Background: an optimization exercise with open tools, aiming at small area. Do not read the settings as production practice.
The RTL was checked by simulation tests, not by an equivalence proof against the original design.
Power figures rest on the tool's default switching activity, not on a simulated workload.

==> design.v <==
`timescale 1ns / 1ns
module HD44780U_phy #(
    parameter int DATA_WIDTH             = 8,
    parameter int INSTR_WIDTH            = 10,
    parameter int PRESCALER_WIDTH        = 16,
    parameter int CHECK_BUSY_ERROR_WIDTH = 16
) (
    input clk_i,
    input rst_ni,
    input        [PRESCALER_WIDTH-1:0] prescaler_10ns_i,
    input                              phy_enable_i,
    output logic [     DATA_WIDTH-1:0] lcd_data_o,
    input        [INSTR_WIDTH-1:0] lcd_instr_i,     
    input                          valid_instr_i,
    output logic                   ready_instr_o,
    output logic [DATA_WIDTH-1:0] data_out_o,
    input        [DATA_WIDTH-1:0] data_in_i,
    output logic                  rs_o,
    output logic                  rwb_o,
    output logic                  e_o,
    output logic                  data_oe_o
);
  localparam bit [6:0] AddrSetupCnt  = 6;
  localparam bit [6:0] EnPwCnt       = 45;
  localparam bit [6:0] EnCycleCnt    = 100;
  localparam bit [6:0] RDataDelayCnt = 36;
  logic [6:0] cnt;
  logic [PRESCALER_WIDTH-1:0] prescaler_cnt;
  typedef enum {
    IDLE,
    ADDR_PHASE,
    WDATA_PHASE,
    RDATA_PHASE,
    CAPTURE_RDATA,
    E_HOLD
  } state_e;
  state_e curr_state, next_state;
  logic [           1:0] lcd_addr;
  logic [DATA_WIDTH-1:0] data_out_d;
  logic                  e_d;
  logic                  data_oe_d;
  always_ff @(posedge clk_i or negedge rst_ni) begin
    if (!rst_ni) begin
      rs_o       <= 1'b0;
      rwb_o      <= 1'b0;
      e_o        <= 1'b0;
      data_out_o <= '0;
      data_oe_o  <= '0;
    end else begin
      {rs_o, rwb_o} <= lcd_addr;
      e_o           <= e_d;
      data_out_o    <= data_out_d;
      data_oe_o     <= data_oe_d;
    end
  end
  always_ff @(posedge clk_i or negedge rst_ni) begin
    if (!rst_ni) begin
      lcd_data_o <= '0;
    end else if (next_state == CAPTURE_RDATA) begin
      lcd_data_o <= data_in_i;
    end
  end
  logic pipe_in_advance;
  logic pipe_in_valid;
  assign pipe_in_advance = valid_instr_i & ready_instr_o;
  assign ready_instr_o   = pipe_in_valid & phy_enable_i;
  always_ff @(posedge clk_i or negedge rst_ni) begin
    if (!rst_ni) begin
      pipe_in_valid <= 1'b1;
    end else if (pipe_in_advance) begin
      pipe_in_valid <= 1'b0;
    end else if (curr_state == E_HOLD && (cnt == (EnCycleCnt - EnPwCnt) - 1)) begin
      pipe_in_valid <= 1'b1;
    end
  end
  logic rs_instr;
  logic rwb_instr;
  logic [INSTR_WIDTH-3:0] wdata_instr;
  always_ff @(posedge clk_i or negedge rst_ni) begin
    if (!rst_ni) begin
      rs_instr    <= '0;
      rwb_instr   <= '0;
      wdata_instr <= '0;
    end else if (pipe_in_advance) begin
      rs_instr    <= lcd_instr_i[INSTR_WIDTH-1];
      rwb_instr   <= lcd_instr_i[INSTR_WIDTH-2];
      wdata_instr <= lcd_instr_i[INSTR_WIDTH-3:0];
    end
  end
  always_ff @(posedge clk_i or negedge rst_ni) begin
    if (!rst_ni) begin
      cnt           <= '0;
      prescaler_cnt <= '0;
    end else if ((next_state == IDLE) || (next_state != curr_state)) begin
      cnt           <= '0;
      prescaler_cnt <= '0;
    end else if (prescaler_cnt == prescaler_10ns_i - 1) begin
      cnt           <= cnt + 1;
      prescaler_cnt <= '0;
    end else begin
      prescaler_cnt <= prescaler_cnt + 1;
    end
  end
  always_ff @(posedge clk_i or negedge rst_ni) begin
    if (!rst_ni) begin
      curr_state <= IDLE;
    end else begin
      curr_state <= next_state;
    end
  end
  always_comb begin
    e_d = 1'b0;
    lcd_addr   = {rs_o, rwb_o};
    data_out_d = data_out_o;
    data_oe_d  = data_oe_o;
    next_state = curr_state;
    case (curr_state)
      IDLE: begin
        data_oe_d = 1'b0;
        if (pipe_in_advance) begin
          next_state = ADDR_PHASE;
        end
      end
      ADDR_PHASE: begin
        lcd_addr = {rs_instr, rwb_instr};
        if (cnt == AddrSetupCnt) begin
          next_state = WDATA_PHASE;
          if (rwb_instr) begin
            next_state = RDATA_PHASE;
          end
        end
      end
      WDATA_PHASE: begin
        e_d = 1'b1;
        data_out_d = wdata_instr;
        data_oe_d = 1'b1;
        if (cnt == EnPwCnt) begin
          next_state = E_HOLD;
        end
      end
      RDATA_PHASE: begin
        e_d       = 1'b1;
        data_oe_d = 1'b0;
        if (cnt == RDataDelayCnt) begin
          next_state = CAPTURE_RDATA;
        end
      end
      CAPTURE_RDATA: begin
        e_d = 1'b1;
        if (cnt == (EnPwCnt - RDataDelayCnt)) begin
          next_state = E_HOLD;
        end
      end
      E_HOLD: begin
        if (cnt == (EnCycleCnt - EnPwCnt)) begin
          next_state = IDLE;
          if (pipe_in_advance) begin
            next_state = ADDR_PHASE;
          end
        end
      end
      default: begin
        next_state = IDLE;
      end
    endcase
  end
endmodule
`timescale 1ns / 1ns
module lcd_cntrl_cfg #(
    parameter int DATA_WIDTH      = 8,
    parameter int INSTR_WIDTH     = 10,
    parameter int PRESCALER_WIDTH = 16
) (
    input clk_i,
    input rst_ni,
    input        [11:0] haddr_i,
    input        [31:0] hwdata_i,
    input               hwrite_i,
    input        [ 1:0] htrans_i,
    output logic [31:0] hrdata_o,
    output logic        hready_out_o,
    output logic        hresp_o,
    input        [     DATA_WIDTH-1:0] lcd_rdata_i,
    output logic [PRESCALER_WIDTH-1:0] prescaler_10ns_o,
    output logic                       phy_enable_o,
    output logic [    INSTR_WIDTH-1:0] lcd_instr_o,
    input  logic                       phy_ready_i,
    output logic                       valid_instr_o
);
  logic        read_trans;
  logic        write_trans;
  logic        wait_trans;
  logic        ahblite_error_state;
  logic        invalid_trans;
  logic [11:0] haddr_capture;
  logic        hwrite_capture;
  logic        valid_trans;
  logic        lcd_instr_overwritten;
  typedef enum bit [1:0] {
    OKAY   = 2'b10,
    ERROR1 = 2'b01,
    ERROR2 = 2'b11
  } resp_state_e;
  resp_state_e curr_resp_state, next_resp_state;
  always_ff @(posedge clk_i) begin
    if (!rst_ni) begin
      haddr_capture  <= '0;
      hwrite_capture <= '0;
    end else if (htrans_i[1]) begin
      haddr_capture  <= haddr_i;
      hwrite_capture <= hwrite_i;
    end else begin
      hwrite_capture <= 1'b0;
    end
  end
  assign invalid_trans = (
    htrans_i[1] &
    (
        (haddr_i >= 12'hc + 4) |
        (haddr_i == 12'h4) & hwrite_i & !phy_ready_i
    )
);
  always_ff @(posedge clk_i) begin : sm_sync
    if (!rst_ni) begin
      curr_resp_state <= OKAY;
    end else begin
      curr_resp_state <= next_resp_state;
    end
  end
  assign hresp_o      = curr_resp_state[0];
  assign hready_out_o = curr_resp_state[1];
  always_comb begin
    next_resp_state = curr_resp_state;
    case (curr_resp_state)
      OKAY: begin
        if (invalid_trans) begin
          next_resp_state = ERROR1;
        end
      end
      ERROR1: begin
        next_resp_state = ERROR2;
      end
      ERROR2: begin
        next_resp_state = OKAY;
      end
      default: next_resp_state = OKAY;
    endcase
  end
  logic lcd_ctrl_wen;
  logic lcd_ctrl_ren;
  logic lcd_instr_ren;
  logic lcd_instr_wen;
  logic prescaler_wen;
  logic prescaler_ren;
  assign lcd_ctrl_wen  = (haddr_capture == 12'h0) & hwrite_capture & !hresp_o;
  assign lcd_ctrl_ren  = (haddr_capture == 12'h0) & !hwrite_capture & !hresp_o;
  assign lcd_instr_wen = (haddr_capture == 12'h4) & hwrite_capture & !hresp_o;
  assign lcd_instr_ren = (haddr_capture == 12'h4) & !hwrite_capture & !hresp_o;
  assign prescaler_wen = (haddr_capture == 12'hc) & hwrite_capture & !hresp_o;
  assign prescaler_ren = (haddr_capture == 12'hc) & !hwrite_capture & !hresp_o;
  logic lcd_rdata_ren;
  assign lcd_rdata_ren = (haddr_capture == 12'h8) & !hwrite_capture & !hresp_o;
  always_ff @(posedge clk_i) begin : lcd_ctrl_write_reg
    if (!rst_ni) begin
      phy_enable_o <= '0;
    end else if (lcd_ctrl_wen) begin
      phy_enable_o <= hwdata_i[0];
    end
  end
  always_ff @(posedge clk_i) begin : lcd_instr_write_reg
    if (!rst_ni) begin
      lcd_instr_o   <= '0;
      valid_instr_o <= 1'b0;
    end else if (valid_instr_o) begin
      valid_instr_o <= 1'b0;
    end else if (lcd_instr_wen) begin
      lcd_instr_o   <= hwdata_i[INSTR_WIDTH-1:0];
      valid_instr_o <= 1'b1;
    end
  end
  always_ff @(posedge clk_i) begin : prescaler_100n_reg
    if (!rst_ni) begin
      prescaler_10ns_o <= 'd10;
    end else if (prescaler_wen) begin
      prescaler_10ns_o <= hwdata_i[PRESCALER_WIDTH-1:0];
    end
  end
  always_comb begin : read_reg
    case (1)
      lcd_ctrl_ren:  hrdata_o = {30'h0, phy_ready_i, phy_enable_o};
      lcd_instr_ren: hrdata_o = {{(32 - INSTR_WIDTH) {1'b0}}, lcd_instr_o};
      lcd_rdata_ren: hrdata_o = {{(32 - DATA_WIDTH) {1'b0}}, lcd_rdata_i};
      prescaler_ren: hrdata_o = {{(32 - PRESCALER_WIDTH) {1'b0}}, prescaler_10ns_o};
      default:       hrdata_o = 32'h0;
    endcase
  end
endmodule
`timescale 1ns / 1ns
module lcd_cntrl_top #(
    parameter int DATA_WIDTH = 8,
    parameter int INSTR_WIDTH = 10,
    parameter int PRESCALER_WIDTH = 16
) (
    input clk_i,
    input rst_ni,
    input        [11:0] haddr_i,
    input        [ 1:0] htrans_i,
    input        [31:0] hwdata_i,
    input               hwrite_i,
    output logic [31:0] hrdata_o,
    output logic        hready_out_o,
    output logic        hresp_o,
    input  [DATA_WIDTH-1:0] data_in_i,
    output [DATA_WIDTH-1:0] data_out_o,
    output                  data_oe_o,
    output                  rs_o,
    output                  rwb_o,
    output                  e_o
);
  localparam bit [INSTR_WIDTH-1:0] NopCmd = {INSTR_WIDTH{1'b1}};
  logic                       output_en;
  logic [    INSTR_WIDTH-1:0] lcd_instr;   
  logic                       phy_ready;
  logic                       valid_instr;
  logic [PRESCALER_WIDTH-1:0] prescaler_10ns;
  logic [     DATA_WIDTH-1:0] lcd_rdata;
  logic                       phy_enable;
  logic                       pc_clear;
  lcd_cntrl_cfg #(
      .DATA_WIDTH(DATA_WIDTH),
      .INSTR_WIDTH(INSTR_WIDTH),
      .PRESCALER_WIDTH(PRESCALER_WIDTH)
  ) lcd_cntrl_cfg (
      .clk_i (clk_i),
      .rst_ni(rst_ni),
      .haddr_i     (haddr_i),
      .hrdata_o    (hrdata_o),
      .hresp_o     (hresp_o),
      .htrans_i    (htrans_i),
      .hwdata_i    (hwdata_i),
      .hwrite_i    (hwrite_i),
      .hready_out_o(hready_out_o),
      .prescaler_10ns_o(prescaler_10ns),
      .phy_enable_o    (phy_enable),
      .lcd_instr_o     (lcd_instr),
      .phy_ready_i     (phy_ready),
      .valid_instr_o   (valid_instr),
      .lcd_rdata_i     (lcd_rdata)
  );
  HD44780U_phy #(
      .DATA_WIDTH(DATA_WIDTH),
      .INSTR_WIDTH(INSTR_WIDTH),
      .PRESCALER_WIDTH(PRESCALER_WIDTH)
  ) lcd_phy (
      .clk_i (clk_i),
      .rst_ni(rst_ni),
      .prescaler_10ns_i(prescaler_10ns),
      .phy_enable_i    (phy_enable),
      .lcd_data_o      (lcd_rdata),
      .lcd_instr_i  (lcd_instr),
      .valid_instr_i(valid_instr),
      .ready_instr_o(phy_ready),
      .data_in_i (data_in_i),
      .data_out_o(data_out_o),
      .data_oe_o (data_oe_o),
      .rs_o      (rs_o),
      .rwb_o     (rwb_o),
      .e_o       (e_o)
  );
endmodule
==> run.sh <==
#!/bin/bash
# synth_recipe.tcl (not shown) runs the flow's synth.tcl, then flattens the netlist and writes it again
# the make line also repeats each setting of config.mk as NAME=value (left out here)
make -C /OpenROAD-flow-scripts/flow DESIGN_CONFIG=/design/flow/config.mk WORK_HOME=/design/flow/orfs CLKGATE_MAP_FILE= SYNTH_SCRIPT=/design/flow/synth_recipe.tcl finish
==> config.mk <==
export PLATFORM = sky130hd
export DESIGN_NAME = lcd_cntrl_top
export DESIGN_NICKNAME = lcd_cntrl_top
export VERILOG_FILES = /design/flow/design.v
export SDC_FILE = /design/flow/constraint.sdc
export NUM_CORES = 4
export LEC_CHECK = 0
export CAP_MARGIN = 20
export CORE_MARGIN = 2
export CORE_UTILIZATION = 40
export PLACE_DENSITY = 0.6
export SLEW_MARGIN = 20
==> constraint.sdc <==
create_clock -name core_clock -period 10.0 [get_ports {clk_i}]
set_input_delay 2.0000 -clock core_clock [delete_from_list [all_inputs] [get_ports {clk_i}]]
set_output_delay 2.0000 -clock core_clock [all_outputs]
set_load 0.01 [all_outputs]
==> impl_metrics.tcl <==
set metrics [dict create \
    cts.clk_slew.worst_paths_ns 0.06 \
    htreeDepth 4 \
    slowest_delay_ns 0.80 \
    post_cts_buffers 0 \
    hold_path.class "reg -> reg" \
    worstSetupStartpointType "flop" \
    max_freq_mhz 188 \
    status "no timing/DRC/antenna violations" \
    cts-root-buf "clkbuf_16" \
    vias 4547 \
    die-area_sq_mm 0.0160 \
    end_kind "output pin" \
    maxCapViolCount 0 \
    fin_crit_ns 5.31 \
    setup_viol 0 \
    seqPwrFrac_pct 44.7 \
    fin_nets 738 \
    drive_gt1_share_pct 10.6 \
    cp.arrival_ns 3.31 \
    peakVddDrop_uv 83.9 \
    cts.path.max_buffers 2 \
    rsz0062_at_grt "false" \
    drt-total-wl_mm 13.5 \
    wl_per_cell_um 15.5 \
    worst-path-buf-inv 1 \
    rrSetupSlack_ns 6.38 \
    cts_tree "built" \
    grt_pass1_wl_mm 23.1 \
    worstPathMaxFanout 14 \
    antenna_found_initial 0 \
    dpl-instance-area_sq_mm 0.00691 \
    intPower_mw 0.935 \
    dr_wl_met3_um 548 \
    switchingPower_mw 0.264 \
    most-common-layout-cells "dfrtp_1 (85), nor2_1 (78), clkdlybuf4s50_1 (68), conb_1 (45), dfxtp_1 (43)" \
    yosysSeqAreaShare_pct 50.3 \
    portBuffers 69 \
    crit_type "reg -> out" \
    worstReg2RegEnd "lcd_phy.cnt[5]$_DFFE_PN0P_" \
    pwr_density_cell_mw_per_mm2 160 \
    ctsResizeCount 0 \
    crit_start "lcd_cntrl_cfg.haddr_capture[0]$_SDFFE_PN0P_" \
    setup_tns_ns 0 \
    synth_edf_count 0 \
    fin_crit_sh_pct 53.1 \
    drt_iter0_drc 236 \
    finalHoldViolations 0 \
    ys_types 61 \
    slowest_stage "nor2_1" \
    pwr-share-clk_pct 50.9 \
    netlist_instances 576 \
    comb_power_share_pct 4.4 \
    antenna_left 0 \
    routed.top_layer "met4" \
    coreArea_sq_mm 0.0146 \
    dp_hpwl_mm 9.83 \
    clock_latency_ns 0.42 \
    crit_required_ns 8.00 \
    vias_per_cell 5.22 \
    path_delay_family "simple AND/OR/NAND/NOR gates" \
    grt_max_degree 67 \
    cts_hold_buf 0 \
    wl_met2_mm 6.41 \
    worst_pin_slew_ns 1.07 \
    ios 103 \
    fp.dieW_um 126 \
    synth_seq_cells 129 \
    fp-row-count 44 \
    ff2ff_path_depth 9 \
    routabilityCongestion 0.844 \
    post-route-drc-count 0 \
    antenna_cells 0 \
    area_delta_synth_final_pct 25.2 \
    async_flop_share_pct 66.7 \
    cts.sinks 129 \
    chipHeight_um 126 \
    netSwitchingFraction_pct 22.0 \
    initial_core_util_pct 41.0 \
    fillCellCount 1297 \
    syn_area_sq_mm 0.00599 \
    r2r_start "lcd_cntrl_cfg.prescaler_10ns_o[0]$_SDFFE_PN0P_" \
    grt_overflow 0 \
    slew_violations 0 \
    wl_met1_mm 6.29 \
    final_common_cell "dfrtp_1" \
    slew_headroom_pct 28.7 \
    cts_buffers 17 \
    cp.depth 6 \
    grt_pass1_vias 4626 \
    yosysWarnings 2 \
    synth.avg_cell_area_sq_um 10.4 \
    p_leak_nw 3.23 \
    synth-main-ff-cell "dfrtp_1" \
    drtPass1Iterations 6 \
    crit_end "hrdata_o[0]" \
    track_usage_pct 18.0 \
    crit_path_cell_trace "nor4_1 > nand4_1 > nor2_1 > a222oi_1 > mux2i_1 > clkdlybuf4s50_1" \
    stdcell_area_sq_mm 0.00750 \
    skew_ns 0.00775 \
]
==> state kept, by name, summed over array words and instances (netlist names), 2 cells and up <==
signal and count:
lcd_phy.cnt 7, lcd_phy.data_out_o 8, lcd_cntrl_cfg.prescaler_10ns_o 16, lcd_cntrl_cfg.haddr_capture 12
lcd_cntrl_cfg.curr_resp_state 2, lcd_phy.prescaler_cnt 16, lcd_phy.lcd_data_o 8, lcd_phy.curr_state 32
lcd_cntrl_cfg.lcd_instr_o 10, lcd_phy.wdata_instr 8
==> cells by family after synthesis <==
kind of cell,synth area share [%]
AO/OA/AOI/OAI,8.90
adder cells (fa/ha/maj),1.46
XOR/XNOR,4.68
buffers and inverters,5.27
AND/OR/NAND/NOR,17.3
other,0.0626
flip-flops,50.3
multiplexers,12.0
==> power groups by stage <==
stage | clock, mW | combinational (mW) | sequential, mW
floorplan | 0 | 0.0255 | 0.545
global placement | 0 | 0.0508 | 0.546
detailed placement | 0 | 0.0530 | 0.546
CTS | 0.625 | 0.0533 | 0.536
global route | 0.650 | 0.0592 | 0.537
finish | 0.610 | 0.0530 | 0.536
==> worst min-delay path by stage <==
| stage | cells after the start | endpoint | startpoint |
|---|---|---|---|
| global route | 1 | lcd_phy.rwb_o$_DFFE_PN0P_ | lcd_phy.rwb_o$_DFFE_PN0P_ |
| CTS | 1 | lcd_phy.pipe_in_valid$_DFFE_PN1P_ | lcd_cntrl_cfg.valid_instr_o$_SDFF_PP0_ |
| global placement | 2 | lcd_cntrl_cfg.haddr_capture[6]$_SDFFE_PN0P_ | lcd_cntrl_cfg.haddr_capture[6]$_SDFFE_PN0P_ |
| floorplan | 1 | lcd_phy.pipe_in_valid$_DFFE_PN1P_ | lcd_cntrl_cfg.valid_instr_o$_SDFF_PP0_ |
| finish | 2 | lcd_phy.data_oe_o$_DFFE_PN0P_ | lcd_phy.data_oe_o$_DFFE_PN0P_ |
| detailed placement | 2 | lcd_phy.data_oe_o$_DFFE_PN0P_ | lcd_phy.data_oe_o$_DFFE_PN0P_ |
==> synth_stat cells (all sizes together) (5+ instances only) <==
cell type / count / area [sq um]
a21oi: 12 / 60.1
a222oi: 8 / 80.1
a31oi: 8 / 50.1
and2: 11 / 68.8
and3: 8 / 51.3
buf: 25 / 169
clkbuf: 14 / 52.6
dfrtp: 85 / 2130
dfxtp: 43 / 861
ha: 7 / 87.6
inv: 25 / 93.8
mux2: 29 / 327
mux2i: 39 / 390
nand2: 20 / 75.1
nand2b: 5 / 31.3
nand3: 27 / 135
nand4: 8 / 50.1
nor2: 79 / 297
nor3: 8 / 40.0
nor4: 17 / 121
o21ai: 7 / 35.0
xnor2: 17 / 149
xor2: 15 / 131
==> worst register-to-register path: stages, from the launching register on <==
cell	delay [ns]
dfxtp_1	0.43
inv_1	0.11
ha_1	0.33
nor3b_1	0.67
xor2_1	0.16
or3_1	0.36
a2111oi_2	0.35
nand3_1	0.37
or4_1	0.59
a21oi_1	0.18
==> layer usage <==
layer / track usage [%] / up-vias
li1: - / 2203
met1: 24.1 / 2214
met2: 28.6 / 112
met3: 4.18 / 18
met4: 7.05 / 0
met5: 0 / -
==> layout make-up <==
| type | instances | area (sq um) | area share, % |
|---|---|---|---|
| Sequential cell | 129 | 3010 | 40.2 |
| Multi-Input combinational cell | 427 | 2830 | 37.7 |
| Timing Repair Buffer | 74 | 746 | 9.94 |
| Clock buffer | 20 | 457 | 6.09 |
| Tap cell | 184 | 230 | 3.07 |
| Clock inverter | 12 | 131 | 1.75 |
| Inverter | 25 | 93.8 | 1.25 |
==> per-stage QoR <==
stage	hold WS, ns	total power [mW]	setup slack [ns]	utilization [%]	std cells
after floorplan	0.403	0.570	6.12	-	620
after CTS	0.495	1.21	4.71	51.4	871
after detailed placement	0.488	0.599	5.18	47.4	839
final	0.496	1.20	4.69	51.4	871
after global placement	0.477	0.596	5.19	47.2	838
after global routing	0.514	1.25	4.44	51.4	871

## afterwards: timing with drivers on the ports
The results above use ideal ports. As a check the final layout listed here was re-extracted and re-timed, cells and wires unchanged. Step 1, drivers: a clkbuf_16 drives clk_i and a buf_2 each remaining input, both assumed. Step 2 also shifts input and output timing later by t, the mid clock arrival at the registers, as if the neighbouring blocks saw the same clock. a / b / c = no drivers / after step 1 / after step 2; a / b = the first two.
shift t [ns]: 0.455
setup slack, ns: 4.688 / 4.646 / 5.101
clock arrival spread, ns: 0.008 / 0.008
slew at the worst register clock pin (ns): 0.06 / 0.06
cell pins on the clock port's net: 1
After both steps setup and hold are still met in this run. For this run, drivers alone change the setup slack by -0.042 ns; drivers and shift together by +0.413 ns.
